Context: an optimization exercise on an open-source flow, tuned for small area, a short achievable clock period and few clock cycles per item. The choices shown serve that exercise and are no tape-out recipe.
Only simulation tests tie the RTL to the original design; equivalence was not proved.

===== flow/design.v =====
module absdiff (
	input  wire [30:0] x,
	input  wire [30:0] y,
	output wire [30:0] d,
	output wire        xgty,
	output wire        xeqy
);
localparam N = 31;
localparam L = 5;
wire [N-1:0] p0 = ~(x ^ y);
wire [N-1:0] g0 = x & ~y;
reg [N-1:0] G;
reg [N-1:0] P;
reg [N-1:0] c;
integer l, i;
always @* begin
	G = g0;
	P = p0;
	for (l = 0; l < L; l = l + 1)
		for (i = 0; i < N; i = i + 1)
			if ((i >> l) & 1) begin
				G[i] = G[i] | (P[i] & G[((i >> l) << l) - 1]);
				P[i] = P[i] & P[((i >> l) << l) - 1];
			end
	c[0] = G[N-1];
	for (i = 1; i < N; i = i + 1)
		c[i] = G[i-1] | (P[i-1] & G[N-1]);
end
wire gall = G[N-1];
assign d    = p0 ^ c ^ {N{~gall}};
assign xgty = gall;
assign xeqy = P[N-1];
endmodule
module top(
		input wire [31:0] opa,
		input wire [31:0] opb,
		input wire start,
		input wire rst,
		input wire clk,
		output reg done,
		output reg [31:0] result
);
reg        busy;
reg        zf;      
reg        zbp;     
reg        gy;      
reg  [4:0] k;
reg [31:0] a;
reg [31:0] b;
wire        xgty;
wire        xeqy;
wire [30:0] dh;
wire [30:0] xh = a[31:1] & {31{b[0]}};
wire [30:0] yh = b[31:1] & {31{gy}};
absdiff u_absdiff(.x(xh), .y(yh), .d(dh), .xgty(xgty), .xeqy(xeqy));
wire eqt = xeqy & a[0] & b[0];
wire b1  = (b == 32'd1);    
wire fin = zf | eqt | b1;
wire kz  = (k == 5'd0);
always @* begin
	done   = busy & fin & kz;
	result = b;
end
wire accept = start & (~busy | done);
wire [2:0] tz = xh[2:0] ^ yh[2:0];
reg  [30:0] ds;
always @* begin
	if (tz[0])      ds = dh;
	else if (tz[1]) ds = {1'b0, dh[30:1]};
	else if (tz[2]) ds = {2'b0, dh[30:2]};
	else            ds = {3'b0, dh[30:3]};
end
wire opaz = (opa == 32'd0);
wire opbz = (opb == 32'd0);
reg  [4:0] kin;
wire [31:0] oab = opa | opb;
integer i;
always @* begin
	kin = 5'd0;
	for (i = 31; i >= 0; i = i - 1)
		if (oab[i]) kin = i[4:0];
	if (opaz || opbz) kin = 5'd0;
end
always @(posedge clk or negedge rst) begin
	if (~rst) begin
		busy <= 1'b0;
	end else begin
		busy <= start | (busy & ~done);
	end
end
wire zfn = accept ? opaz : (fin | zbp);
wire an0 = accept ? opa[0] : ((|tz) | dh[3]);
wire bn0 = accept ? opb[0] : (~fin & (xgty ? b[0] : a[0]));
always @(posedge clk) begin
	zf  <= zfn;
	gy  <= (an0 | ~bn0) & ~zfn;
	zbp <= accept & opbz;
	if (accept) begin
		a <= opa;
		b <= opb;
		k <= kin;
	end else begin
		a <= {1'b0, ds};
		if (fin) begin
			b <= {b[30:0], 1'b0};
			k <= k - 5'd1;
		end else if (~xgty)
			b <= a;
	end
end
endmodule

===== flow/flow/run.sh =====
#!/bin/bash
# Standard layout, with plain buf_1 cells as the port buffers.
set -euo pipefail
export BUFFER_PORTS_ARGS="-buffer_cell sky130_fd_sc_hd__buf_1"
bash standard.sh > standard.log 2>&1

===== flow/standard.sh =====
#!/bin/bash
# synth_recipe.tcl (not shown) runs the flow's synth.tcl, then flattens the netlist and writes it again
# the make line also repeats each setting of config.mk as NAME=value (left out here)
make -C /OpenROAD-flow-scripts/flow DESIGN_CONFIG=/design/flow/config.mk WORK_HOME=/design/flow/orfs CLKGATE_MAP_FILE= SYNTH_SCRIPT=/design/flow/synth_recipe.tcl "${@:-finish}"

===== flow/config.mk =====
export PLATFORM = sky130hd
export DESIGN_NAME = top
export DESIGN_NICKNAME = top
export VERILOG_FILES = /design/flow/design.v
export SDC_FILE = /design/flow/constraint.sdc
export NUM_CORES = 4
export LEC_CHECK = 0
export CAP_MARGIN = 20
export CORE_MARGIN = 2
export CORE_UTILIZATION = 40
export SETUP_SLACK_MARGIN = 2.7
export SLEW_MARGIN = 20

===== flow/constraint.sdc =====
create_clock -name core_clock -period 7.0 [get_ports {clk}]
set_input_delay 1.4000 -clock core_clock [delete_from_list [all_inputs] [get_ports {clk}]]
set_output_delay 1.4000 -clock core_clock [all_outputs]
set_load 0.01 [all_outputs]

==> reports/qor.yml, run 1 <==
drv_slew: 0
holdPathEnd: "zf"
placed_area_um2: 7250
clk_pin_slew_worst_paths_ns: 0.06
yosysSeqAreaShare: 0.276
max_slew_margin: 0.181
synthMuxAreaShare: 0.0571
yosysTopAreaCell: "edfxtp_1"
rsz0062_at_grt: "false"
synthesis.area_um2: 6670
yosysTopAreaCellShare: 0.167
initial_core_util: 0.406
synth_adder_area_share: 0.0601
synth_seq_cells: 73
ff2ff_setup_slack_ns: 2.87
top_layer_used: "met4"
r2r_end: "a[10]"
grt_pass1_vias: 6769
antenna_found_initial: 0
overflow: 0
synth_top_family_by_area: "simple AND/OR/NAND/NOR gates"
gp_congestion: 0.974
worst-r2r-cell-count: 15
chipWidth_um: 133
wl_met1_um: 11800
period_share: 0.607
die_h_um: 133
core_um2: 16400
wl_met3_um: 2330
placed_cells: 1142
min_path_cells: 2
drive_gt1_frac: 0.104
max_clock_freq_mhz: 235
dp_hpwl_um: 19500
drcViolationCount: 0
grt_max_degree: 39
drt-vias-per-instance: 6.25
clockRootBuffer: "clkbuf_16"
clk_latency_ns: 0.35
period_needed_ns: 4.25
worst_pin_slew_ns: 1.22
rows: 47
wl_met2_um: 11400
setup_tns_ns: 0
status: "complete, no violations"
whs_ns: 0.502
finClkSkew_ns: 0.00846
synthTopCellsByCount: "109 x nand2_1, 85 x nor2_1, 61 x a21oi_1"
synth.most_common_cell: "nand2_1"
syn2layout_area_growth_pct: 19.6
ant_nets: 0
pre_cts_ws_ns: 1.82
worstPathMaxFanout: 19
hold_buffers: 0
final_cells: 1178
synth_enable_flop_cells: 37
synthXorXnorAreaFrac: 0.0610
cts.path.max_buffers: 2
io_pins: 100
antenna_cells: 0
wire_per_inst_um: 22.4
crit_family: "simple AND/OR/NAND/NOR gates"
track_usage: 0.294
synth_compound_area_frac: 0.243
h-tree-depth: 3
reg2reg_from: "b[0]"
required_ns: 5.60
numPortBuffers: 99
finalSetupViolCount: 0
min_path_type: "reg -> reg"
cts_buffers: 9
crit_type: "reg -> out"
via_count: 7363
critical_path.cell_chain: "buf_4, buf_6, and2_1, ha_4, buf_12, nand4_1, nor2_2, and2_4, a41oi_4, nor4bb_2, buf_2"
nNetsFinal: 1052
synthTopCellsByArea: "edfxtp_1 17%, dfxtp_1 11%, nand2_1 6.1%, ha_1 6.0%, mux2i_1 5.7%"
worst-path-buf-inv: 4
maxCapViolCount: 0
max_stage_delay_ns: 0.35
cts_tree: "yes"
async_flop_share: 0.0137
crit_slowest_cell: "edfxtp_1"
grt_first_pass_wirelength_um: 39900
cp-end-kind: "primary output"
synth_cell_types: 69
ys_warn_count: 2
die-area_um2: 17700
hold_viol: 0
clkSinkCount: 73
synthSimpleGateAreaFrac: 0.272
syn_nets: 954
fin_util: 0.486
worstPathArrival_ns: 2.85
hold_start: "zbp"
synth-main-ff-cell: "edfxtp_1"
avgSynthCellArea_um2: 7.80
wirelength_um: 26400
final_area_um2: 7970
drt_iter0_drc: 874
syn_inst: 855
start_kind: "register"
firstDrtPassIters: 5
setup_slack_ns: 2.75
-- worst max path at each step --
stage / depth (start not counted) / endpoint / slack, ns / startpoint
after floorplan: 10 / done / 2.72 / b[0]
final: 11 / done / 2.75 / b[0]
after global routing: 10 / done / 2.69 / b[0]
after global placement: 11 / b[13] / 1.94 / b[0]
after detailed placement: 14 / a[10] / 1.82 / b[0]
after CTS: 9 / done / 2.70 / b[0]
-- registers in the layout (all words and copies together), names as in the netlist --
| name | flops |
|---|---|
| b | 32 |
| zbp | 1 |
| a | 32 |
| gy | 1 |
| zf | 1 |
| k | 5 |
| busy | 1 |
-- cells in the final DEF (no fill, tap or decap), types with 12 or more instances in the layout --
cell type  instances
and2_1            46
ha_1              18
dfxtp_1           34
nand2_1          104
o21ai_0           58
mux2i_1           38
nor2_1            83
buf_4             21
buf_1             98
edfxtp_1          37
a31oi_1           12
nand3_1           18
a21oi_1           61
nor3_1            22
nor4_1            36
xnor2_1           30
-- routing by layer --
metal	GRT usage	vias to the layer above
met3	0.0494	57
met4	0.114	0
li1	-	3426
met5	0	-
met2	0.429	392
met1	0.431	3488
-- timing repair --
| action | in CTS | in global routing |
|---|---|---|
| buffers inserted | 8 | 8 |
| cloned | 1 | 3 |
| pin swaps | 5 | 8 |
| setup endpoints to repair | 109 | 51 |
| resized for setup | 26 | 33 |
-- final cells by class --
type,count,area (µm²)
clock buffers,13,250
flip-flops and latches,73,1840
inverters,12,45.0
multi-input cells,729,4910
clock inverters,3,16.3
repair buffers,128,638
well taps,220,275
fillers,1646,8440
-- cells by family (layout without fill, tap and decap cells) --
| group | after synthesis | count (layout) |
|---|---|---|
| AOI/OAI and AO/OA | 242 | 242 |
| adders and majority gates | 32 | 32 |
| and+or+nand+nor | 373 | 373 |
| muxes | 38 | 38 |
| DFF | 73 | 73 |
| buffers and inverters | 53 | 156 |
| xor gates and xnor gates | 44 | 44 |
-- worst register-to-register path, cell delays in order (launching register included) --
cell and delay [ns]:
edfxtp_1 0.35, buf_4 0.19, buf_6 0.14, and2_1 0.16, ha_4 0.31, a211o_1 0.33, a21oi_4 0.24, o221ai_2 0.20
a221o_2 0.46, o21ai_1 0.14, buf_4 0.24, nand2_4 0.18, a32oi_1 0.35, xnor2_2 0.19, o221ai_1 0.17, o32a_1 0.38
Testbench counts, summed over its fixed seeds: cycles 51,745, items 2,400.
==> inputs of run 2 (changes only) <==
--- a/flow/config.mk
+++ b/flow/config.mk
@@ -9,3 +9,3 @@
 export CORE_MARGIN = 2
-export CORE_UTILIZATION = 40
+export CORE_UTILIZATION = 35
 export SETUP_SLACK_MARGIN = 2.7
==> run 2 against run 1 <==
  * Still clean
  * Register-to-register slack got worse by 0.07 ns
  * Clock skew fell by 0.0028 ns
  * Hold slack better by 0.039 ns
  * Final area fell by 1.0%
  * Critical path type unchanged
  * Critical endpoint unchanged
==> reports/qor.yml, run 2 <==
placed_cells: 1157  # was 1142
max_clock_freq_mhz: 234  # was 235 MHz
maxCapViolCount: 0  # unchanged
hold_buffers: 0  # unchanged
die_h_um: 142  # was 133 µm
io_pins: 100  # unchanged
crit_slowest_cell: "edfxtp_1"  # unchanged
yosysTopAreaCellShare: 0.167  # unchanged
rsz0062_at_grt: "true"  # was false
drt_iter0_drc: 864  # was 874
finClkSkew_ns: 0.00569  # was 0.00846 ns
grt-busiest-layer: "met2"  # was met1
gp_congestion: 0.961  # was 0.974
dp_hpwl_um: 19000  # was 19500 µm
cp-end-kind: "primary output"  # unchanged
nNetsFinal: 1044  # was 1052
syn2layout_area_growth_pct: 18.4  # was 19.6%
drt-vias-per-instance: 6.21  # was 6.25
cts_buffers: 9  # unchanged
crit_type: "reg -> out"  # unchanged
final_common_cell: "nand2_1"  # unchanged
ant_nets: 0  # unchanged
grt_first_pass_wirelength_um: 39600  # was 39900 µm
synth_enable_flop_cells: 37  # unchanged
cts_tree: "yes"  # unchanged
grt_util_met1: 0.349  # was 0.431
clk_pin_slew_worst_paths_ns: 0.06  # about the same
final_cells: 1184  # was 1178
h-tree-depth: 3  # unchanged
rows: 50  # was 47
yosysTopAreaCell: "edfxtp_1"  # unchanged
clockRootBuffer: "clkbuf_16"  # unchanged
min_path_type: "reg -> reg"  # unchanged
drcViolationCount: 0  # unchanged
antenna_found_initial: 0  # unchanged
synthTopCellsByCount: "109 x nand2_1, 85 x nor2_1, 61 x a21oi_1"  # unchanged
synth-main-ff-cell: "edfxtp_1"  # unchanged
period_share: 0.610  # was 0.607
drive_gt1_frac: 0.0926  # was 0.104
clk_latency_ns: 0.35  # about the same
cts.path.max_buffers: 2  # unchanged
die-area_um2: 20200  # was 17700 µm²
yosysSeqAreaShare: 0.276  # unchanged
max_stage_delay_ns: 0.41  # was 0.35 ns
drv_slew: 0  # unchanged
synth_cell_types: 69  # unchanged
nFillCells: 1971  # was 1646
async_flop_share: 0.0137  # unchanged
cpMostUsedCell: "buf_12"
track_usage: 0.255  # was 0.294
firstDrtPassIters: 5  # unchanged
required_ns: 5.60  # about the same
chipWidth_um: 142  # was 133 µm
finalSetupViolCount: 0  # unchanged
wire_per_inst_um: 22.2  # was 22.4 µm
overflow: 0  # unchanged
synthesis.area_um2: 6670  # unchanged
synth.most_common_cell: "nand2_1"  # unchanged
syn_nets: 954  # unchanged
clkSinkCount: 73  # unchanged
reg_top3: "a x32, b x32, k x5"  # unchanged
via_count: 7347  # was 7363
status: "complete, no violations"  # unchanged
antenna_cells: 0  # unchanged
start_kind: "register"  # unchanged
hold_viol: 0  # unchanged
use_met2: 0.397  # was 0.429
syn_inst: 855  # unchanged
avgSynthCellArea_um2: 7.80  # unchanged
worstPathMaxFanout: 36  # was 19
synth_seq_cells: 73  # unchanged
wirelength_um: 26200  # was 26400 µm
critical_path.cell_chain: "buf_12, and2_1, ha_4, buf_12, nand4_1, nor2_2, and2_4, a41oi_4, nor4bb_2, buf_2"  # was buf_4, buf_6, and2_1, ha_4, buf_12, nand4_1, nor2_2, and2_4, a41oi_4, nor4bb_2, buf_2
grt_max_degree: 55  # was 39
setup_tns_ns: 0  # unchanged
core_um2: 18700  # was 16400 µm²
period_needed_ns: 4.27  # was 4.25 ns
layout_common_cells: "107 x nand2_1, 98 x buf_1, 84 x nor2_1"  # was 104 x nand2_1, 98 x buf_1, 83 x nor2_1
max_slew_margin: 0.308  # was 0.181
worstPathArrival_ns: 2.87  # was 2.85 ns
numPortBuffers: 99  # unchanged
ys_warn_count: 2  # unchanged
grt_pass1_vias: 6910  # was 6769
worst_pin_slew_ns: 1.03  # was 1.22 ns
use_met3: 0.0400  # was 0.0494
synthTopCellsByArea: "edfxtp_1 17%, dfxtp_1 11%, nand2_1 6.1%, ha_1 6.0%, mux2i_1 5.7%"  # unchanged
initial_core_util: 0.356  # was 0.406
-- run 2: changes by cell type in the layout (fill, tap and decap cells not counted), moves of 3 or more --
| cell | previous run | this run |
|---|---|---|
| ha_1 | 18 | 24 |
| nand2_2 | 4 | 1 |
| buf_4 | 21 | 16 |
| buf_6 | 4 | 1 |
| ha_4 | 11 | 3 |
| nand2_1 | 104 | 107 |
-- run 2: critical path, delay by kind of cell, from the launching register on --
family                     cells  cell delay (ns)
adders and majority gates      1             0.31
buffers and inverters          3             0.53
AOI/OAI and AO/OA              1             0.14
DFF                            1             0.41
and+or+nand+nor                5             1.10
-- run 2: cell type report --
class / count / area, µm² / share of cell area
Multi-Input combinational cell: 729 / 4830 / 0.612
Sequential cell: 73 / 1840 / 0.233
Timing Repair Buffer: 120 / 589 / 0.0747
Tap cell: 234 / 293 / 0.0371
Clock buffer: 12 / 246 / 0.0312
Inverter: 12 / 45.0 / 0.00571
Clock inverter: 4 / 43.8 / 0.00555
-- run 2: final timing paths --
check	startpoint	to	slack, ns	depth (start not counted)
worst max register to register	b[0]	a[19]	2.80	13
worst max-delay path	b[0]	done	2.73	10
worst min-delay path	zbp	zf	0.54	2
worst min register to register	zbp	zf	0.54	2
max in group asynchronous	rst	busy	6.11	1
min in group asynchronous	rst	busy	0.80	1
-- run 2: cell families (layout without fill, tap and decap cells) --
kind of cell	after synthesis	in the layout	synth area share
flops	73	73	0.276
compound gates	242	242	0.243
simple gates	373	373	0.272
fa+ha+maj	32	32	0.0601
buf+inv	53	148	0.0315
mux	38	38	0.0571
xor+xnor	44	44	0.0610
-- run 2: layer usage --
metal / part of all wire / up-vias / routed length (µm)
met2: 0.45 / 415 / 11700
met1: 0.43 / 3471 / 11300
li1: - / 3401 / -
met3: 0.087 / 60 / 2270
met4: 0.037 / 0 / 962
met5: 0 / - / 0
-- run 2: through the flow --
stage | cell area, µm² | setup WS [ns] | utilization | hold WS (ns)
after floorplan | 6680 | 2.72 | - | 0.439
after global placement | 7280 | 1.72 | 0.389 | 0.522
after detailed placement | 7280 | 1.76 | 0.389 | 0.511
after CTS | 7700 | 2.71 | 0.412 | 0.519
after global routing | 7890 | 2.66 | 0.422 | 0.542
final | 7890 | 2.73 | 0.422 | 0.542
-- run 2: what timing repair did --
action / 4_1_cts / 5_1_grt
setup endpoints to repair: 108 / 56
setup buffers: 4 / 6
pin swaps: 4 / 6
gates cloned: 0 / 1
resized for setup: 24 / 26
==> inputs of run 3 (changes only) <==
--- a/flow/config.mk
+++ b/flow/config.mk
@@ -9,3 +9,3 @@
 export CORE_MARGIN = 2
-export CORE_UTILIZATION = 35
+export CORE_UTILIZATION = 25
 export SETUP_SLACK_MARGIN = 2.7
==> run 3 against run 2 <==
  * Largest cell class unchanged
  * Synthesized area is the same
  * Critical path depth unchanged
  * Clock skew up 0.0043 ns
  * Still clean on timing, DRC and antenna
  * Via count up 0.76%
  * Core utilization decreased by 9.9 points
  * Routed wire length up 6.2%
  * Synthesized cell count is the same
  * First-iteration DRC count decreased by 13%
  * Final area rose by 6.8%
  * Die area grew 39%
==> reports/qor.yml, run 3 <==
clk_pin_slew_worst_paths_ns: 0.06  # about the same
fin_util: 0.322  # was 0.422
synth-main-ff-cell: "edfxtp_1"  # unchanged
crit_type: "reg -> out"  # unchanged
wirelength_um: 27900  # was 26200 µm
hold_buffers: 0  # unchanged
yosysTopAreaCell: "edfxtp_1"  # unchanged
grt_pass1_vias: 6861  # was 6910
h-tree-depth: 3  # unchanged
worstPathMaxFanout: 8  # was 36
drive_gt1_frac: 0.139  # was 0.0926
drt_iter0_drc: 748  # was 864
nNetsFinal: 1060  # was 1044
nFillCells: 2824  # was 1971
cts.path.max_buffers: 2  # unchanged
dp_hpwl_um: 20600  # was 19000 µm
drcViolationCount: 0  # unchanged
min_path_type: "reg -> reg"  # unchanged
yosysTopAreaCellShare: 0.167  # unchanged
track_usage: 0.188  # was 0.255
worstPathArrival_ns: 2.89  # was 2.87 ns
synth_enable_flop_cells: 37  # unchanged
antenna_cells: 0  # unchanged
hold_viol: 0  # unchanged
chipWidth_um: 167  # was 142 µm
core_um2: 26100  # was 18700 µm²
grt_first_pass_wirelength_um: 41000  # was 39600 µm
required_ns: 5.60  # about the same
multi_input_area_um2: 5100  # was 4830 µm²
drv_slew: 0  # unchanged
synth.most_common_cell: "nand2_1"  # unchanged
worst_pin_slew_ns: 1.13  # was 1.03 ns
max_slew_margin: 0.241  # was 0.308
async_flop_share: 0.0137  # unchanged
synth_adder_area_share: 0.0601  # unchanged
period_needed_ns: 4.29  # was 4.27 ns
finClkSkew_ns: 0.00995  # was 0.00569 ns
synthSimpleGateAreaFrac: 0.272  # unchanged
syn2layout_area_growth_pct: 26.4  # was 18.4%
cts_tree: "yes"  # unchanged
synth_seq_cells: 73  # unchanged
io_pins: 100  # unchanged
firstDrtPassIters: 16  # was 5
register_area_um2: 1840  # unchanged
overflow: 0  # unchanged
antenna_found_initial: 0  # unchanged
yosysSeqAreaShare: 0.276  # unchanged
start_kind: "register"  # unchanged
clockRootBuffer: "clkbuf_16"  # unchanged
ant_nets: 0  # unchanged
synthTopCellsByArea: "edfxtp_1 17%, dfxtp_1 11%, nand2_1 6.1%, ha_1 6.0%, mux2i_1 5.7%"  # unchanged
synthMuxAreaShare: 0.0571  # unchanged
synth_compound_area_frac: 0.243  # unchanged
avgSynthCellArea_um2: 7.80  # unchanged
initial_core_util: 0.255  # was 0.356
period_share: 0.612  # was 0.610
grt_max_degree: 41  # was 55
reg_top3: "a x32, b x32, k x5"  # unchanged
layout_common_cells: "102 x nand2_1, 98 x buf_1, 82 x nor2_1"  # was 107 x nand2_1, 98 x buf_1, 84 x nor2_1
rows: 59  # was 50
syn_nets: 954  # unchanged
synth_cell_types: 69  # unchanged
wire_per_inst_um: 21.4  # was 22.2 µm
syn_inst: 855  # unchanged
via_count: 7403  # was 7347
synthXorXnorAreaFrac: 0.0610  # unchanged
cp-end-kind: "primary output"  # unchanged
synth_top_family_by_area: "simple AND/OR/NAND/NOR gates"  # unchanged
rsz0062_at_grt: "true"  # unchanged
ys_warn_count: 2  # unchanged
numPortBuffers: 99  # unchanged
setup_tns_ns: 0  # unchanged
cts_buffers: 9  # unchanged
synthesis.area_um2: 6670  # unchanged
finalSetupViolCount: 0  # unchanged
drt-vias-per-instance: 5.69  # was 6.21
status: "complete, no violations"  # unchanged
maxCapViolCount: 0  # unchanged
gp_congestion: 0.943  # was 0.961
clkSinkCount: 73  # unchanged
synthTopCellsByCount: "109 x nand2_1, 85 x nor2_1, 61 x a21oi_1"  # unchanged
max_clock_freq_mhz: 233  # was 234 MHz
die-area_um2: 28000  # was 20200 µm²
clk_latency_ns: 0.36  # was 0.35 ns
die_h_um: 167  # was 142 µm
final_common_cell: "nand2_1"  # unchanged
run 3: cell types whose count changed in the layout (fill, tap and decap cells not counted), moves of 4 or more:
cell / before / now
buf_4: 16 / 32
ha_4: 3 / 21
nand2_1: 107 / 102
ha_1: 24 / 7
nand2_2: 1 / 5
run 3: repair_timing:
item / CTS / global route
setup buffers: 7 / 19
endpoints found under the setup margin: 108 / 52
resized for setup: 20 / 67
cloned: 0 / 2
pin swaps: 5 / 16
run 3: critical path: stages (launching register included):
cell and delay, ns:
edfxtp_1 0.43, buf_4 0.19, clkbuf_16 0.16, and2_1 0.14, ha_1 0.38, nand4_1 0.21
nor2_2 0.20, and2_4 0.20, a41oi_4 0.15, nor4bb_2 0.30, buf_2 0.17
run 3: metal layers:
metal,up-vias,share of wire,wire length [µm],global-route usage
met2,392,0.46,13000,0.308
met5,-,0,0,0
met3,54,0.079,2190,0.0326
li1,3424,-,-,-
met4,0,0.029,801,0.0692
met1,3533,0.43,11900,0.249
run 3: layout make-up:
type	count	share of cell area
flip-flops and latches	73	0.218
clock inverters	5	0.00639
clock buffers	11	0.0300
repair buffers	136	0.0852
inverters	12	0.00535
multi-input cells	729	0.605
well taps	335	0.0497
run 3: path summary, 6_finish.rpt:
kind                            from     to  slack [ns]  depth (start not counted)
worst max-delay path            b[0]   done        2.71                         10
max in group asynchronous        rst   busy        6.11                          1
worst min register to register   zbp     zf        0.50                          2
worst min-delay path             zbp     zf        0.50                          2
min in group asynchronous        rst   busy        0.80                          1
worst max register to register  b[0]  a[10]        2.75                         16
run 3: metrics by stage:
| stage | cells | setup slack, ns | cell area (µm²) | hold slack [ns] |
|---|---|---|---|---|
| 2_1_floorplan | 855 | 2.72 | 6680 | 0.439 |
| 3_3_place_gp | 1257 | 1.87 | 7400 | 0.482 |
| 3_5_place_dp | 1257 | 1.79 | 7400 | 0.492 |
| 4_1_cts | 1280 | 2.70 | 7860 | 0.500 |
| 5_1_grt | 1301 | 2.64 | 8430 | 0.530 |
| 6_report | 1301 | 2.71 | 8430 | 0.500 |
run 3: logic make-up (layout without fill, tap and decap cells):
kind of cell,after synthesis,count (layout)
simple gates,373,373
compound gates,242,242
flops,73,73
buf+inv,53,164
xor+xnor,44,44
mux,38,38
fa+ha+maj,32,32
==> inputs of run 4 (changes only) <==
--- a/flow/config.mk
+++ b/flow/config.mk
@@ -9,3 +9,3 @@
 export CORE_MARGIN = 2
-export CORE_UTILIZATION = 25
+export CORE_UTILIZATION = 30
 export SETUP_SLACK_MARGIN = 2.7
==> run 4 against run 3 <==
  * Still clean on timing, DRC and antenna
  * Register-to-register slack improved by 0.07 ns
  * Cell count is 5.8% lower
  * Synthesized cell count stayed put
  * Core utilization increased by 4.0 points
  * Synthesized area unchanged
  * Clock skew is 0.0027 ns higher
  * Critical path depth unchanged
  * Critical endpoint unchanged
  * Largest cell class unchanged
==> reports/qor.yml, run 4 <==
h-tree-depth: 3  # unchanged
nNetsFinal: 1040  # was 1060
dp_hpwl_um: 20400  # was 20600 µm
async_flop_share: 0.0137  # unchanged
final_area_um2: 7900  # was 8430 µm²
syn_nets: 954  # unchanged
max_slew_margin: 0.304  # was 0.241
period_share: 0.603  # was 0.612
drcViolationCount: 0  # unchanged
max_clock_freq_mhz: 237  # was 233 MHz
min_path_type: "reg -> reg"  # unchanged
reg_top3: "a x32, b x32, k x5"  # unchanged
grt_first_pass_wirelength_um: 41000  # unchanged
drive_gt1_frac: 0.0867  # was 0.139
crit_type: "reg -> out"  # unchanged
gp_congestion: 0.924  # was 0.943
synth_enable_flop_cells: 37  # unchanged
grt_max_degree: 43  # was 41
die_h_um: 153  # was 167 µm
worstPathMaxFanout: 36  # was 8
chipWidth_um: 153  # was 167 µm
drt-vias-per-instance: 5.93  # was 5.69
grt_pass1_vias: 6910  # was 6861
yosysTopAreaCellShare: 0.167  # unchanged
synthTopCellsByCount: "109 x nand2_1, 85 x nor2_1, 61 x a21oi_1"  # unchanged
antenna_found_initial: 0  # unchanged
numPortBuffers: 99  # unchanged
overflow: 0  # unchanged
setup_tns_ns: 0  # unchanged
io_pins: 100  # unchanged
die-area_um2: 23400  # was 28000 µm²
synthTopCellsByArea: "edfxtp_1 17%, dfxtp_1 11%, nand2_1 6.1%, ha_1 6.0%, mux2i_1 5.7%"  # unchanged
rsz0062_at_grt: "false"  # was true
worstPathArrival_ns: 2.82  # was 2.89 ns
hold_viol: 0  # unchanged
clockRootBuffer: "clkbuf_16"  # unchanged
maxCapViolCount: 0  # unchanged
start_kind: "register"  # unchanged
finalSetupViolCount: 0  # unchanged
core_um2: 21800  # was 26100 µm²
finClkSkew_ns: 0.0126  # was 0.00995 ns
yosysSeqAreaShare: 0.276  # unchanged
placed_area_um2: 7340  # was 7400 µm²
via_count: 7273  # was 7403
clk_pin_slew_worst_paths_ns: 0.06  # about the same
rows: 54  # was 59
clkSinkCount: 73  # unchanged
avgSynthCellArea_um2: 7.80  # unchanged
ys_warn_count: 2  # unchanged
worst_pin_slew_ns: 1.03  # was 1.13 ns
initial_core_util: 0.305  # was 0.255
synth-main-ff-cell: "edfxtp_1"  # unchanged
cts_tree: "yes"  # unchanged
status: "complete, no violations"  # unchanged
wirelength_um: 27100  # was 27900 µm
syn_inst: 855  # unchanged
yosysTopAreaCell: "edfxtp_1"  # unchanged
synth_cell_types: 69  # unchanged
synth.most_common_cell: "nand2_1"  # unchanged
whs_ns: 0.515  # was 0.500 ns
firstDrtPassIters: 5  # was 16
final_common_cell: "nand2_1"  # unchanged
clk_latency_ns: 0.36  # about the same
syn2layout_area_growth_pct: 18.5  # was 26.4%
track_usage: 0.224  # was 0.188
ant_nets: 0  # unchanged
drv_slew: 0  # unchanged
hold_buffers: 0  # unchanged
cts.path.max_buffers: 2  # unchanged
layout_common_cells: "107 x nand2_1, 98 x buf_1, 83 x nor2_1"  # was 102 x nand2_1, 98 x buf_1, 82 x nor2_1
cts_buffers: 9  # unchanged
antenna_cells: 0  # unchanged
nFillCells: 2303  # was 2824
drt_iter0_drc: 698  # was 748
cp-end-kind: "primary output"  # unchanged
multi_input_area_um2: 4830  # was 5100 µm²
required_ns: 5.60  # about the same
synth_seq_cells: 73  # unchanged
register_area_um2: 1840  # unchanged
synthesis.area_um2: 6670  # unchanged
period_needed_ns: 4.22  # was 4.29 ns
wire_per_inst_um: 22.1  # was 21.4 µm
[run 4: cell counts after synthesis]
No cell type changed its count.
[run 4: critical path: stages (launching register included)]
cell and delay (ns):
edfxtp_1 0.41, buf_12 0.20, and2_1 0.18, ha_4 0.31, buf_12 0.16, nand4_1 0.16, nor2_2 0.21, and2_4 0.18
a41oi_4 0.19, nor4bb_2 0.29, buf_2 0.18
[run 4: routing by layer]
metal / track usage / routed length (µm) / share of wire
met1: 0.305 / 12200 / 0.45
met2: 0.358 / 12600 / 0.46
met3: 0.0360 / 1530 / 0.056
met4: 0.0838 / 805 / 0.030
met5: 0 / 0 / 0
[run 4: cell type report]
cell class,count,share of cell area
repair buffers,116,0.0703
clock inverters,3,0.00190
flip-flops and latches,73,0.233
well taps,280,0.0443
multi-input cells,729,0.612
inverters,12,0.00570
clock buffers,13,0.0329
[run 4: stage by stage]
stage | cells | utilization | worst slack, ns
2_1_floorplan | 855 | - | 2.72
3_3_place_gp | 1203 | 0.336 | 2.37
3_5_place_dp | 1203 | 0.336 | 2.22
4_1_cts | 1221 | 0.354 | 2.71
5_1_grt | 1226 | 0.362 | 2.67
6_report | 1226 | 0.362 | 2.78
[run 4: final timing paths]
path | startpoint | endpoint | slack, ns | cells past startpoint
min in group asynchronous | rst | busy | 0.80 | 1
max reg2reg | b[0] | a[20] | 2.82 | 14
min reg2reg | zbp | zf | 0.52 | 2
max in group asynchronous | rst | busy | 6.10 | 1
max | b[0] | done | 2.78 | 10
min | zbp | zf | 0.52 | 2
[run 4: what timing repair did]
item / in CTS / in global routing
pin swaps: 4 / 4
buffers inserted: 2 / 4
cloned: 0 / 1
gates resized for setup: 22 / 27
setup endpoints to repair: 95 / 21
[run 4: kinds of logic (layout without fill, tap and decap cells)]
kind of cell | count (synthesis) | in the layout | synth area share
compound gates | 242 | 242 | 0.243
simple gates | 373 | 373 | 0.272
flops | 73 | 73 | 0.276
mux | 38 | 38 | 0.0571
buf+inv | 53 | 144 | 0.0315
fa+ha+maj | 32 | 32 | 0.0601
xor+xnor | 44 | 44 | 0.0610
==> inputs of run 5 (changes only) <==
--- a/flow/config.mk
+++ b/flow/config.mk
@@ -10,2 +10,3 @@
 export CORE_UTILIZATION = 30
+export PLACE_DENSITY = 0.7
 export SETUP_SLACK_MARGIN = 2.7
==> run 5 against run 4 <==
  * Still clean
  * Critical path depth is the same
  * Global-route usage shrank 0.90 points
  * Hold slack lost 0.025 ns
  * Clock skew shrank 0.0015 ns
  * Via count grew 4.5%
  * Routed wire length grew 0.83%
  * Critical path type unchanged
  * Largest cell class unchanged
==> reports/qor.yml, run 5 <==
clk_pin_slew_worst_paths_ns: 0.06  # about the same
hold_start: "zbp"  # unchanged
synthesis.area_um2: 6670  # unchanged
drt-vias-per-instance: 6.04  # was 5.93
required_ns: 5.60  # about the same
initial_core_util: 0.305  # unchanged
period_share: 0.608  # was 0.603
worst-r2r-cell-count: 14  # unchanged
min_path_type: "reg -> reg"  # unchanged
async_flop_share: 0.0137  # unchanged
max_clock_freq_mhz: 235  # was 237 MHz
ff2ff_setup_slack_ns: 2.77  # was 2.82 ns
status: "complete, no violations"  # unchanged
overflow: 0  # unchanged
io_pins: 100  # unchanged
ant_nets: 0  # unchanged
grt_max_degree: 56  # was 43
synthTopCellsByCount: "109 x nand2_1, 85 x nor2_1, 61 x a21oi_1"  # unchanged
clockRootBuffer: "clkbuf_16"  # unchanged
period_needed_ns: 4.26  # was 4.22 ns
die_h_um: 153  # unchanged
dp_hpwl_um: 19900  # was 20400 µm
maxCapViolCount: 0  # unchanged
syn_nets: 954  # unchanged
grt_first_pass_wirelength_um: 39700  # was 41000 µm
cts.path.max_buffers: 2  # unchanged
yosysTopAreaCellShare: 0.167  # unchanged
nNetsFinal: 1072  # was 1040
antenna_found_initial: 0  # unchanged
yosysTopAreaCell: "edfxtp_1"  # unchanged
h-tree-depth: 3  # unchanged
r2r_end: "a[10]"  # was a[20]
worst_pin_slew_ns: 1.01  # was 1.03 ns
wirelength_um: 27300  # was 27100 µm
rows: 54  # unchanged
holdPathEnd: "zf"  # unchanged
finalSetupViolCount: 0  # unchanged
drive_gt1_frac: 0.140  # was 0.0867
track_usage: 0.215  # was 0.224
syn_inst: 855  # unchanged
cp-end-kind: "primary output"  # unchanged
reg2reg_from: "b[0]"  # unchanged
antenna_cells: 0  # unchanged
setup_tns_ns: 0  # unchanged
reg_top3: "a x32, b x32, k x5"  # unchanged
final_common_cell: "nand2_1"  # unchanged
crit_type: "reg -> out"  # unchanged
yosysSeqAreaShare: 0.276  # unchanged
drcViolationCount: 0  # unchanged
synth_seq_cells: 73  # unchanged
synth_cell_types: 69  # unchanged
max_slew_margin: 0.322  # was 0.304
avgSynthCellArea_um2: 7.80  # unchanged
layout_common_cells: "104 x nand2_1, 98 x buf_1, 82 x nor2_1"  # was 107 x nand2_1, 98 x buf_1, 83 x nor2_1
cts_tree: "yes"  # unchanged
numPortBuffers: 99  # unchanged
core_um2: 21800  # unchanged
firstDrtPassIters: 6  # was 5
ys_warn_count: 2  # unchanged
synthTopCellsByArea: "edfxtp_1 17%, dfxtp_1 11%, nand2_1 6.1%, ha_1 6.0%, mux2i_1 5.7%"  # unchanged
wire_per_inst_um: 21.7  # was 22.1 µm
start_kind: "register"  # unchanged
finClkSkew_ns: 0.0111  # was 0.0126 ns
synth.most_common_cell: "nand2_1"  # unchanged
grt_pass1_vias: 6941  # was 6910
synth_enable_flop_cells: 37  # unchanged
die-area_um2: 23400  # unchanged
drv_slew: 0  # unchanged
cts_buffers: 9  # unchanged
via_count: 7600  # was 7273
clkSinkCount: 73  # unchanged
hold_viol: 0  # unchanged
rsz0062_at_grt: "true"  # was false
clk_latency_ns: 0.34  # was 0.36 ns
syn2layout_area_growth_pct: 25.2  # was 18.5%
min_path_cells: 2  # unchanged
synth-main-ff-cell: "edfxtp_1"  # unchanged
gp_congestion: 0.975  # was 0.924
worstPathMaxFanout: 5  # was 36
drt_iter0_drc: 1086  # was 698
worstPathArrival_ns: 2.86  # was 2.82 ns
chipWidth_um: 153  # unchanged
## run 5: cell count changes in the layout (fill, tap and decap cells not counted), sizes merged
cell / before / now
clkinvlp: 0 / 1
clkbuf: 14 / 12
buf: 115 / 147
inv: 11 / 12
## run 5: cell type report
type,instances,area (µm²)
clock buffer,11,243
clock inverter,5,31.3
fill,2252,13500
inverter,12,45.0
multi-input combinational,729,5040
sequential,73,1840
tap,280,350
timing repair buffer,148,801
## run 5: logic make-up (layout without fill, tap and decap cells)
group | count (synthesis) | in the layout | synth area share
AOI/OAI and AO/OA | 242 | 242 | 0.243
xor gates and xnor gates | 44 | 44 | 0.0610
adders and majority gates | 32 | 32 | 0.0601
buffers and inverters | 53 | 176 | 0.0315
DFF | 73 | 73 | 0.276
muxes | 38 | 38 | 0.0571
and+or+nand+nor | 373 | 373 | 0.272
## run 5: repair_timing
item,4_1_cts,5_1_grt
pin swaps,0,19
buffers inserted,2,34
hold endpoints to repair,0,0
setup endpoints to repair,105,79
hold buffers,0,0
gates cloned,0,3
resized for setup,13,74
## run 5: worst max-delay path by stage
stage | from | end | slack, ns | cells after the start
after floorplan | b[0] | done | 2.72 | 10
after global placement | b[0] | a[10] | 2.12 | 12
after detailed placement | b[0] | a[10] | 2.04 | 12
after CTS | b[0] | done | 2.51 | 10
after global routing | b[0] | done | 2.65 | 11
final | b[0] | done | 2.74 | 10
## run 5: critical path, cell delays in order, from the launching register on
cell      delay, ns
edfxtp_1       0.41
buf_6          0.16
buf_6          0.13
and2_1         0.17
ha_4           0.30
nand4_1        0.23
nor2_2         0.22
and2_4         0.18
a41oi_4        0.18
nor4bb_2       0.34
buf_2          0.18
## run 5: stage by stage
step	instances	hold slack, ns	worst slack, ns	util	instance area, µm²
global placement	1203	0.467	2.12	0.336	7340
CTS	1221	0.480	2.51	0.352	7690
detailed placement	1203	0.470	2.04	0.336	7340
finish	1258	0.490	2.74	0.383	8350
floorplan	855	0.439	2.72	-	6680
global route	1258	0.507	2.65	0.383	8350
## run 5: routing by layer
metal	wire [µm]	part of all wire	track usage	vias to the layer above
li1	-	-	-	3442
met1	11100	0.41	0.292	3600
met2	12400	0.45	0.339	472
met3	2440	0.089	0.0289	86
met4	1320	0.049	0.0996	0
met5	0	0	0	-
==> inputs of run 6 (changes only) <==
--- a/flow/config.mk
+++ b/flow/config.mk
@@ -10,4 +10,3 @@
 export CORE_UTILIZATION = 30
-export PLACE_DENSITY = 0.7
-export SETUP_SLACK_MARGIN = 2.7
+export SETUP_SLACK_MARGIN = 2.8
 export SLEW_MARGIN = 20
==> run 6 against run 5 <==
  * Still clean
  * Via count decreased by 0.33%
  * Cell count hardly changed
  * Non-clock buffer count grew 1
  * Critical path type unchanged
==> reports/qor.yml, run 6 <==
drv_slew: 0  # unchanged
worst-path-buf-inv: 4  # was 3
async_flop_share: 0.0137  # unchanged
clk_pin_slew_worst_paths_ns: 0.06  # about the same
finalSetupViolCount: 0  # unchanged
die_h_um: 153  # unchanged
grt_first_pass_wirelength_um: 41800  # was 39700 µm
numPortBuffers: 99  # unchanged
min_path_type: "reg -> reg"  # unchanged
grt_pass1_vias: 6987  # was 6941
yosysSeqAreaShare: 0.276  # unchanged
worstPathArrival_ns: 2.85  # was 2.86 ns
syn_inst: 855  # unchanged
core_um2: 21800  # unchanged
clkSinkCount: 73  # unchanged
die-area_um2: 23400  # unchanged
cts.path.max_buffers: 2  # unchanged
hold_buffers: 0  # unchanged
cts_tree: "yes"  # unchanged
cts_buffers: 9  # unchanged
maxCapViolCount: 0  # unchanged
synth_cell_types: 69  # unchanged
antenna_cells: 0  # unchanged
yosysTopAreaCell: "edfxtp_1"  # unchanged
drcViolationCount: 0  # unchanged
worstPathMaxFanout: 5  # unchanged
synth.most_common_cell: "nand2_1"  # unchanged
critical_path.cell_chain: "buf_4, and2_1, ha_4, buf_12, nand4_1, nor2_2, and2_4, a41oi_4, buf_12, nor4bb_4, buf_2"  # was buf_6, buf_6, and2_1, ha_4, nand4_1, nor2_2, and2_4, a41oi_4, nor4bb_2, buf_2
clockRootBuffer: "clkbuf_16"  # unchanged
drt-vias-per-instance: 6.02  # was 6.04
wire_per_inst_um: 22.6  # was 21.7 µm
syn2layout_area_growth_pct: 28.9  # was 25.2%
initial_core_util: 0.305  # unchanged
crit_slowest_cell: "edfxtp_1"  # unchanged
status: "complete, no violations"  # unchanged
synth_enable_flop_cells: 37  # unchanged
setup_tns_ns: 0  # unchanged
period_share: 0.607  # was 0.608
avgSynthCellArea_um2: 7.80  # unchanged
cp-end-kind: "primary output"  # unchanged
worst_pin_slew_ns: 1.10  # was 1.01 ns
grt_max_degree: 44  # was 56
io_pins: 100  # unchanged
hold_viol: 0  # unchanged
period_needed_ns: 4.25  # was 4.26 ns
overflow: 0  # unchanged
gp_congestion: 0.939  # was 0.975
synthTopCellsByArea: "edfxtp_1 17%, dfxtp_1 11%, nand2_1 6.1%, ha_1 6.0%, mux2i_1 5.7%"  # unchanged
h-tree-depth: 3  # unchanged
drive_gt1_frac: 0.161  # was 0.140
firstDrtPassIters: 7  # was 6
via_count: 7575  # was 7600
max_slew_margin: 0.262  # was 0.322
synth-main-ff-cell: "edfxtp_1"  # unchanged
wirelength_um: 28500  # was 27300 µm
reg_top3: "a x32, b x32, k x5"  # unchanged
synth_seq_cells: 73  # unchanged
dp_hpwl_um: 20400  # was 19900 µm
chipWidth_um: 153  # unchanged
rsz0062_at_grt: "true"  # unchanged
syn_nets: 954  # unchanged
finClkSkew_ns: 0.00588  # was 0.0111 ns
final_cells: 1259  # was 1258
nNetsFinal: 1073  # was 1072
clk_latency_ns: 0.35  # was 0.34 ns
start_kind: "register"  # unchanged
placed_cells: 1203  # unchanged
final_common_cell: "nand2_1"  # unchanged
rows: 54  # unchanged
yosysTopAreaCellShare: 0.167  # unchanged
required_ns: 5.60  # about the same
synthTopCellsByCount: "109 x nand2_1, 85 x nor2_1, 61 x a21oi_1"  # unchanged
drt_iter0_drc: 724  # was 1086
whs_ns: 0.508  # was 0.490 ns
crit_family: "simple AND/OR/NAND/NOR gates"  # unchanged
crit_type: "reg -> out"  # unchanged
ant_nets: 0  # unchanged
cpMostUsedCell: "buf_12"  # was buf_6
antenna_found_initial: 0  # unchanged
layout_common_cells: "103 x nand2_1, 98 x buf_1, 82 x nor2_1"  # was 104 x nand2_1, 98 x buf_1, 82 x nor2_1
max_clock_freq_mhz: 235  # about the same
max_stage_delay_ns: 0.41  # about the same
ys_warn_count: 2  # unchanged
track_usage: 0.229  # was 0.215
synthesis.area_um2: 6670  # unchanged
[run 6: cells by family after synthesis]
kind of cell    count (synthesis)  synth area share
compound gates                242             0.243
xor+xnor                       44            0.0610
flops                          73             0.276
mux                            38            0.0571
simple gates                  373             0.272
fa+ha+maj                      32            0.0601
buf+inv                        53            0.0315
[run 6: repair_timing]
item	4_1_cts	5_1_grt
buffers inserted	12	24
gates cloned	2	2
endpoints found under the setup margin	109	57
resized for setup	39	78
pin swaps	4	29
[run 6: worst min-delay path, stage by stage (launching register included)]
cell and delay (ns):
dfxtp_1 0.30, inv_1 0.04, a31oi_1 0.12
[run 6: metal layers]
| metal | wire, µm | up-vias | share of wire | GRT usage |
|---|---|---|---|---|
| met2 | 13000 | 388 | 0.46 | 0.364 |
| li1 | - | 3454 | - | - |
| met5 | 0 | - | 0 | 0 |
| met4 | 1130 | 0 | 0.039 | 0.0908 |
| met1 | 12500 | 3656 | 0.44 | 0.315 |
| met3 | 1920 | 77 | 0.067 | 0.0292 |
[run 6: path summary, 6_finish.rpt]
kind / from / to / slack (ns) / cells after the start
min: zbp / zf / 0.51 / 2
min reg2reg: zbp / zf / 0.51 / 2
min in group asynchronous: rst / busy / 0.80 / 1
max: b[0] / done / 2.75 / 11
max reg2reg: b[0] / a[10] / 2.87 / 14
max in group asynchronous: rst / busy / 6.10 / 1
[run 6: metrics by stage]
step | worst slack, ns | cell area [µm²] | util
finish | 2.75 | 8590 | 0.394
global route | 2.67 | 8590 | 0.394
global placement | 2.01 | 7340 | 0.336
detailed placement | 1.95 | 7340 | 0.336
floorplan | 2.81 | 6680 | -
CTS | 2.62 | 7930 | 0.363
[run 6: area by class of cell]
class                           count  area [µm²]
Tap cell                          280         350
Timing Repair Buffer              149         872
Inverter                           12        45.0
Fill cell                        2216       13200
Sequential cell                    73        1840
Clock inverter                      6        36.3
Multi-Input combinational cell    729        5220
Clock buffer                       10         229
==> inputs of run 7 (changes only) <==
--- a/flow/config.mk
+++ b/flow/config.mk
@@ -10,3 +10,3 @@
 export CORE_UTILIZATION = 30
-export SETUP_SLACK_MARGIN = 2.8
+export SETUP_SLACK_MARGIN = 2.6
 export SLEW_MARGIN = 20
==> run 7 against run 6 <==
  * Critical path depth down 2
  * Synthesized cell count unchanged
  * Final area down 8.3%
  * Synthesized area unchanged
  * Routed wire length down 7.2%
  * First-iteration DRC count up 8.8%
  * Still clean on timing, DRC and antenna
  * Fmax down 0.86%
  * Register-to-register slack worse by 0.15 ns
==> reports/qor.yml, run 7 <==
required_ns: 5.60  # about the same
yosysTopAreaCellShare: 0.167  # unchanged
grt_first_pass_wirelength_um: 40500  # was 41800 µm
h-tree-depth: 3  # unchanged
worstPathMaxFanout: 11  # was 5
critical_path.cell_chain: "buf_4, and2_1, ha_2, nand2_1, nor4_4, and2_4, a41oi_4, nor4bb_2, buf_1"  # was buf_4, and2_1, ha_4, buf_12, nand4_1, nor2_2, and2_4, a41oi_4, buf_12, nor4bb_4, buf_2
max_stage_delay_ns: 0.40  # was 0.41 ns
clk_latency_ns: 0.35  # about the same
syn_nets: 954  # unchanged
rows: 54  # unchanged
final_cells: 1229  # was 1259
final_common_cell: "nand2_1"  # unchanged
synth-main-ff-cell: "edfxtp_1"  # unchanged
syn2layout_area_growth_pct: 18.2  # was 28.9%
crit_type: "reg -> out"  # unchanged
period_needed_ns: 4.29  # was 4.25 ns
setup_slack_ns: 2.71  # was 2.75 ns
synthesis.area_um2: 6670  # unchanged
ys_warn_count: 2  # unchanged
yosysSeqAreaShare: 0.276  # unchanged
via_count: 7327  # was 7575
nNetsFinal: 1043  # was 1073
drcViolationCount: 0  # unchanged
crit_slowest_cell: "nor4_4"  # was edfxtp_1
max_clock_freq_mhz: 233  # was 235 MHz
syn_inst: 855  # unchanged
numPortBuffers: 99  # unchanged
track_usage: 0.219  # was 0.229
drv_slew: 0  # unchanged
antenna_found_initial: 0  # unchanged
setup_tns_ns: 0  # unchanged
layout_common_cells: "107 x nand2_1, 99 x buf_1, 83 x nor2_1"  # was 103 x nand2_1, 98 x buf_1, 82 x nor2_1
synth.most_common_cell: "nand2_1"  # unchanged
die-area_um2: 23400  # unchanged
whs_ns: 0.479  # was 0.508 ns
worst-path-buf-inv: 2  # was 4
grt_max_degree: 55  # was 44
async_flop_share: 0.0137  # unchanged
maxCapViolCount: 0  # unchanged
cts.path.max_buffers: 2  # unchanged
wirelength_um: 26500  # was 28500 µm
antenna_cells: 0  # unchanged
synthTopCellsByArea: "edfxtp_1 17%, dfxtp_1 11%, nand2_1 6.1%, ha_1 6.0%, mux2i_1 5.7%"  # unchanged
status: "complete, no violations"  # unchanged
firstDrtPassIters: 5  # was 7
core_um2: 21800  # unchanged
hold_viol: 0  # unchanged
finClkSkew_ns: 0.0122  # was 0.00588 ns
finalSetupViolCount: 0  # unchanged
crit_family: "simple AND/OR/NAND/NOR gates"  # unchanged
hold_buffers: 0  # unchanged
max_slew_margin: 0.281  # was 0.262
reg_top3: "a x32, b x32, k x5"  # unchanged
gp_congestion: 0.908  # was 0.939
pre_cts_ws_ns: 1.78  # was 1.95 ns
drive_gt1_frac: 0.0875  # was 0.161
placed_area_um2: 7320  # was 7340 µm²
worst_pin_slew_ns: 1.07  # was 1.10 ns
ant_nets: 0  # unchanged
dp_hpwl_um: 20000  # was 20400 µm
worstPathArrival_ns: 2.89  # was 2.85 ns
drt-vias-per-instance: 5.96  # was 6.02
io_pins: 100  # unchanged
drt_iter0_drc: 788  # was 724
synth_enable_flop_cells: 37  # unchanged
initial_core_util: 0.305  # unchanged
overflow: 0  # unchanged
min_path_type: "reg -> reg"  # unchanged
chipWidth_um: 153  # unchanged
yosysTopAreaCell: "edfxtp_1"  # unchanged
die_h_um: 153  # unchanged
avgSynthCellArea_um2: 7.80  # unchanged
final_area_um2: 7880  # was 8590 µm²
synth_seq_cells: 73  # unchanged
wire_per_inst_um: 21.5  # was 22.6 µm
placed_cells: 1202  # was 1203
clk_pin_slew_worst_paths_ns: 0.06  # about the same
rsz0062_at_grt: "false"  # was true
period_share: 0.612  # was 0.607
grt_pass1_vias: 6848  # was 6987
synthTopCellsByCount: "109 x nand2_1, 85 x nor2_1, 61 x a21oi_1"  # unchanged
cts_tree: "yes"  # unchanged
synth_cell_types: 69  # unchanged
clkSinkCount: 73  # unchanged
cts_buffers: 9  # unchanged
clockRootBuffer: "clkbuf_16"  # unchanged
cp-end-kind: "primary output"  # unchanged
start_kind: "register"  # unchanged
run 7: path summary, 6_finish.rpt:
path,startpoint,endpoint,slack [ns],depth (start not counted)
hold / removal,zbp,zf,0.48,2
setup / recovery,b[0],done,2.71,9
setup reg to reg,b[0],a[17],2.72,14
max in group asynchronous,rst,busy,6.09,1
hold reg to reg,zbp,zf,0.48,2
min in group asynchronous,rst,busy,0.81,1
run 7: tightest hold or removal path, delay by kind of cell, from the launching register on:
kind | cells | cell delay (ns)
flip-flops | 1 | 0.30
AO/OA/AOI/OAI | 1 | 0.09
buffers and inverters | 1 | 0.04
run 7: area by class of cell:
| type | count | area [µm²] |
|---|---|---|
| fill | 2333 | 13900 |
| timing repair buffer | 119 | 546 |
| inverter | 12 | 45.0 |
| clock inverter | 7 | 78.8 |
| sequential | 73 | 1840 |
| clock buffer | 9 | 225 |
| tap | 280 | 350 |
| multi-input combinational | 729 | 4790 |
run 7: logic make-up (layout without fill, tap and decap cells):
kind of cell / after synthesis / after routing / synth area share
xor gates and xnor gates: 44 / 44 / 0.0610
AOI/OAI and AO/OA: 242 / 242 / 0.243
DFF: 73 / 73 / 0.276
buffers and inverters: 53 / 147 / 0.0315
and+or+nand+nor: 373 / 373 / 0.272
muxes: 38 / 38 / 0.0571
adders and majority gates: 32 / 32 / 0.0601
run 7: per-layer routing:
metal  vias to the layer above  track usage  part of all wire
met2                       373        0.350              0.46
met4                         0       0.0728             0.029
met3                        45       0.0332             0.075
met1                      3519        0.303              0.44
li1                       3390            -                 -
met5                         -            0                 0
run 7: stage by stage:
step	util
after floorplan	-
after global placement	0.336
after detailed placement	0.336
after CTS	0.354
after global routing	0.361
final	0.361
run 7: what timing repair did:
item	4_1_cts	5_1_grt
setup buffers	5	6
resized for setup	13	22
pin swaps	0	5
endpoints found under the setup margin	107	64
==> inputs of run 8 (changes only) <==
--- a/flow/config.mk
+++ b/flow/config.mk
@@ -10,3 +10,3 @@
 export CORE_UTILIZATION = 30
-export SETUP_SLACK_MARGIN = 2.6
+export SETUP_SLACK_MARGIN = 2.9
 export SLEW_MARGIN = 20
==> run 8 against run 7 <==
  * Critical path depth up 1
  * Non-clock buffer count is 22 higher
  * Flip-flop and latch count stayed put
  * Global-route usage is 1.6 points higher
  * Die area did not move
  * Worst setup slack gained 0.12 ns
  * Synthesized area did not move
  * Via count grew 3.0%
  * Critical path type unchanged
  * Clock skew shrank 0.0030 ns
  * Routed wire length grew 6.2%
==> reports/qor.yml, run 8 <==
grt_first_pass_wirelength_um: 43000  # was 40500 µm
placed_cells: 1203  # was 1202
grt_pass1_vias: 7152  # was 6848
synth-main-ff-cell: "edfxtp_1"  # unchanged
cts_buffers: 9  # unchanged
numPortBuffers: 99  # unchanged
final_common_cell: "nand2_1"  # unchanged
grt_util_met1: 0.312  # was 0.303
wire_per_inst_um: 22.5  # was 21.5 µm
rsz0062_at_grt: "true"  # was false
use_met2: 0.374  # was 0.350
gp_congestion: 0.977  # was 0.908
min_path_type: "reg -> reg"  # unchanged
crit_slowest_cell: "edfxtp_1"  # was nor4_4
placed_area_um2: 7360  # was 7320 µm²
required_ns: 5.60  # about the same
synth.most_common_cell: "nand2_1"  # unchanged
max_slew_margin: 0.240  # was 0.281
cp-end-kind: "primary output"  # unchanged
finClkSkew_ns: 0.00916  # was 0.0122 ns
drcViolationCount: 0  # unchanged
antenna_cells: 0  # unchanged
drv_slew: 0  # unchanged
synthesis.area_um2: 6670  # unchanged
crit_type: "reg -> out"  # unchanged
clk_pin_slew_worst_paths_ns: 0.06  # about the same
synth_cell_types: 69  # unchanged
synth_seq_cells: 73  # unchanged
yosysTopAreaCell: "edfxtp_1"  # unchanged
crit_family: "simple AND/OR/NAND/NOR gates"  # unchanged
period_share: 0.595  # was 0.612
async_flop_share: 0.0137  # unchanged
clockRootBuffer: "clkbuf_16"  # unchanged
use_met3: 0.0425  # was 0.0332
clkSinkCount: 73  # unchanged
die-area_um2: 23400  # unchanged
period_needed_ns: 4.16  # was 4.29 ns
drt-vias-per-instance: 6.03  # was 5.96
via_count: 7544  # was 7327
chipWidth_um: 153  # unchanged
whs_ns: 0.491  # was 0.479 ns
worstPathMaxFanout: 16  # was 11
setup_tns_ns: 0  # unchanged
yosysTopAreaCellShare: 0.167  # unchanged
worst-path-buf-inv: 3  # was 2
cts.path.max_buffers: 2  # unchanged
synth_enable_flop_cells: 37  # unchanged
dp_hpwl_um: 20300  # was 20000 µm
ant_nets: 0  # unchanged
syn2layout_area_growth_pct: 27.2  # was 18.2%
core_um2: 21800  # unchanged
clk_latency_ns: 0.37  # was 0.35 ns
firstDrtPassIters: 5  # unchanged
hold_buffers: 0  # unchanged
grt_max_degree: 55  # unchanged
io_pins: 100  # unchanged
ys_warn_count: 2  # unchanged
nNetsFinal: 1065  # was 1043
overflow: 0  # unchanged
grt-busiest-layer: "met2"  # unchanged
max_stage_delay_ns: 0.43  # was 0.40 ns
finalSetupViolCount: 0  # unchanged
h-tree-depth: 3  # unchanged
avgSynthCellArea_um2: 7.80  # unchanged
layout_common_cells: "104 x nand2_1, 98 x buf_1, 82 x nor2_1"  # was 107 x nand2_1, 99 x buf_1, 83 x nor2_1
critical_path.cell_chain: "buf_6, buf_12, and2_4, ha_4, nand2_4, nor4_4, and2_4, a41oi_4, nor4bb_4, buf_2"  # was buf_4, and2_1, ha_2, nand2_1, nor4_4, and2_4, a41oi_4, nor4bb_2, buf_1
nFillCells: 2258  # was 2333
final_cells: 1251  # was 1229
wirelength_um: 28100  # was 26500 µm
fin_util: 0.389  # was 0.361
maxCapViolCount: 0  # unchanged
hold_viol: 0  # unchanged
cpMostUsedCell: "and2_4"
reg_top3: "a x32, b x32, k x5"  # unchanged
synthTopCellsByArea: "edfxtp_1 17%, dfxtp_1 11%, nand2_1 6.1%, ha_1 6.0%, mux2i_1 5.7%"  # unchanged
syn_inst: 855  # unchanged
rows: 54  # unchanged
yosysSeqAreaShare: 0.276  # unchanged
worst_pin_slew_ns: 1.13  # was 1.07 ns
synthTopCellsByCount: "109 x nand2_1, 85 x nor2_1, 61 x a21oi_1"  # unchanged
track_usage: 0.235  # was 0.219
status: "complete, no violations"  # unchanged
max_clock_freq_mhz: 240  # was 233 MHz
initial_core_util: 0.305  # unchanged
final_area_um2: 8480  # was 7880 µm²
drt_iter0_drc: 908  # was 788
die_h_um: 153  # unchanged
start_kind: "register"  # unchanged
syn_nets: 954  # unchanged
antenna_found_initial: 1  # was 0
drive_gt1_frac: 0.146  # was 0.0875
worstPathArrival_ns: 2.76  # was 2.89 ns
cts_tree: "yes"  # unchanged
-- run 8: final timing paths --
kind	startpoint	to	slack, ns	depth (start not counted)
setup reg to reg	b[0]	a[10]	2.95	15
hold reg to reg	zbp	zf	0.49	2
max in group asynchronous	rst	busy	6.12	1
min in group asynchronous	rst	busy	0.78	1
setup / recovery	b[0]	done	2.84	10
hold / removal	zbp	zf	0.49	2
-- run 8: routing by layer --
| metal | part of all wire | vias to the layer above |
|---|---|---|
| li1 | - | 3438 |
| met1 | 0.43 | 3622 |
| met2 | 0.46 | 421 |
| met3 | 0.080 | 63 |
| met4 | 0.033 | 0 |
| met5 | 0 | - |
-- run 8: layout make-up --
type	count	area (µm²)	area share
multi-input cells	729	5170	0.610
well taps	280	350	0.0413
inverters	12	45.0	0.00531
clock buffers	10	239	0.0282
clock inverters	6	81.3	0.00959
flip-flops and latches	73	1840	0.217
repair buffers	141	753	0.0888
-- run 8: cells by family after synthesis --
kind of cell    synth area share
fa+ha+maj                 0.0601
mux                       0.0571
xor+xnor                  0.0610
simple gates               0.272
compound gates             0.243
buf+inv                   0.0315
flops                      0.276
-- run 8: timing repair --
| item | in CTS | in global routing |
|---|---|---|
| gates cloned | 1 | 0 |
| setup buffers | 23 | 8 |
| pin swaps | 12 | 13 |
| gates resized for setup | 60 | 27 |
| endpoints found under the setup margin | 109 | 33 |
-- run 8: metrics by stage --
step / worst slack (ns)
2_1_floorplan: 2.91
3_3_place_gp: 1.89
3_5_place_dp: 1.79
4_1_cts: 2.89
5_1_grt: 2.75
6_report: 2.84
-- run 8: worst min-delay path, cell delays in order, from the launching register on --
cell and delay, ns:
dfxtp_1 0.30, inv_1 0.05, a31oi_1 0.09

==> static timing again, ports no longer ideal <==
Ports are ideal in the flow. The routed layouts listed here were re-timed in OpenROAD.
Step 1, drivers: a clkbuf_16 drives clk and a buf_2 each remaining input, both assumed.
Step 2, shift: input delay + t, output delay - t, t = (earliest + latest rising clock arrival at the registers) / 2. This alone moves slack from input paths to output paths.
Slacks: ideal / step 1 / step 2; pairs: ideal / step 1.
run	t (ns)	setup slack, ns	worst slew at a driven data input, ns
run 1	0.392	2.753 / 2.705 / 2.866	0.04
run 2	0.392	2.731 / 2.689 / 2.799	0.04
run 3	0.393	2.713 / 2.671 / 2.754	0.05
run 4	0.394	2.776 / 2.736 / 2.817	0.05
run 5	0.381	2.744 / 2.702 / 2.769	0.05
run 6	0.394	2.752 / 2.706 / 2.865	0.04
run 7	0.387	2.715 / 2.673 / 2.724	0.03
run 8	0.415	2.837 / 2.788 / 2.951	0.04
After both steps setup and hold are still met in every run listed.
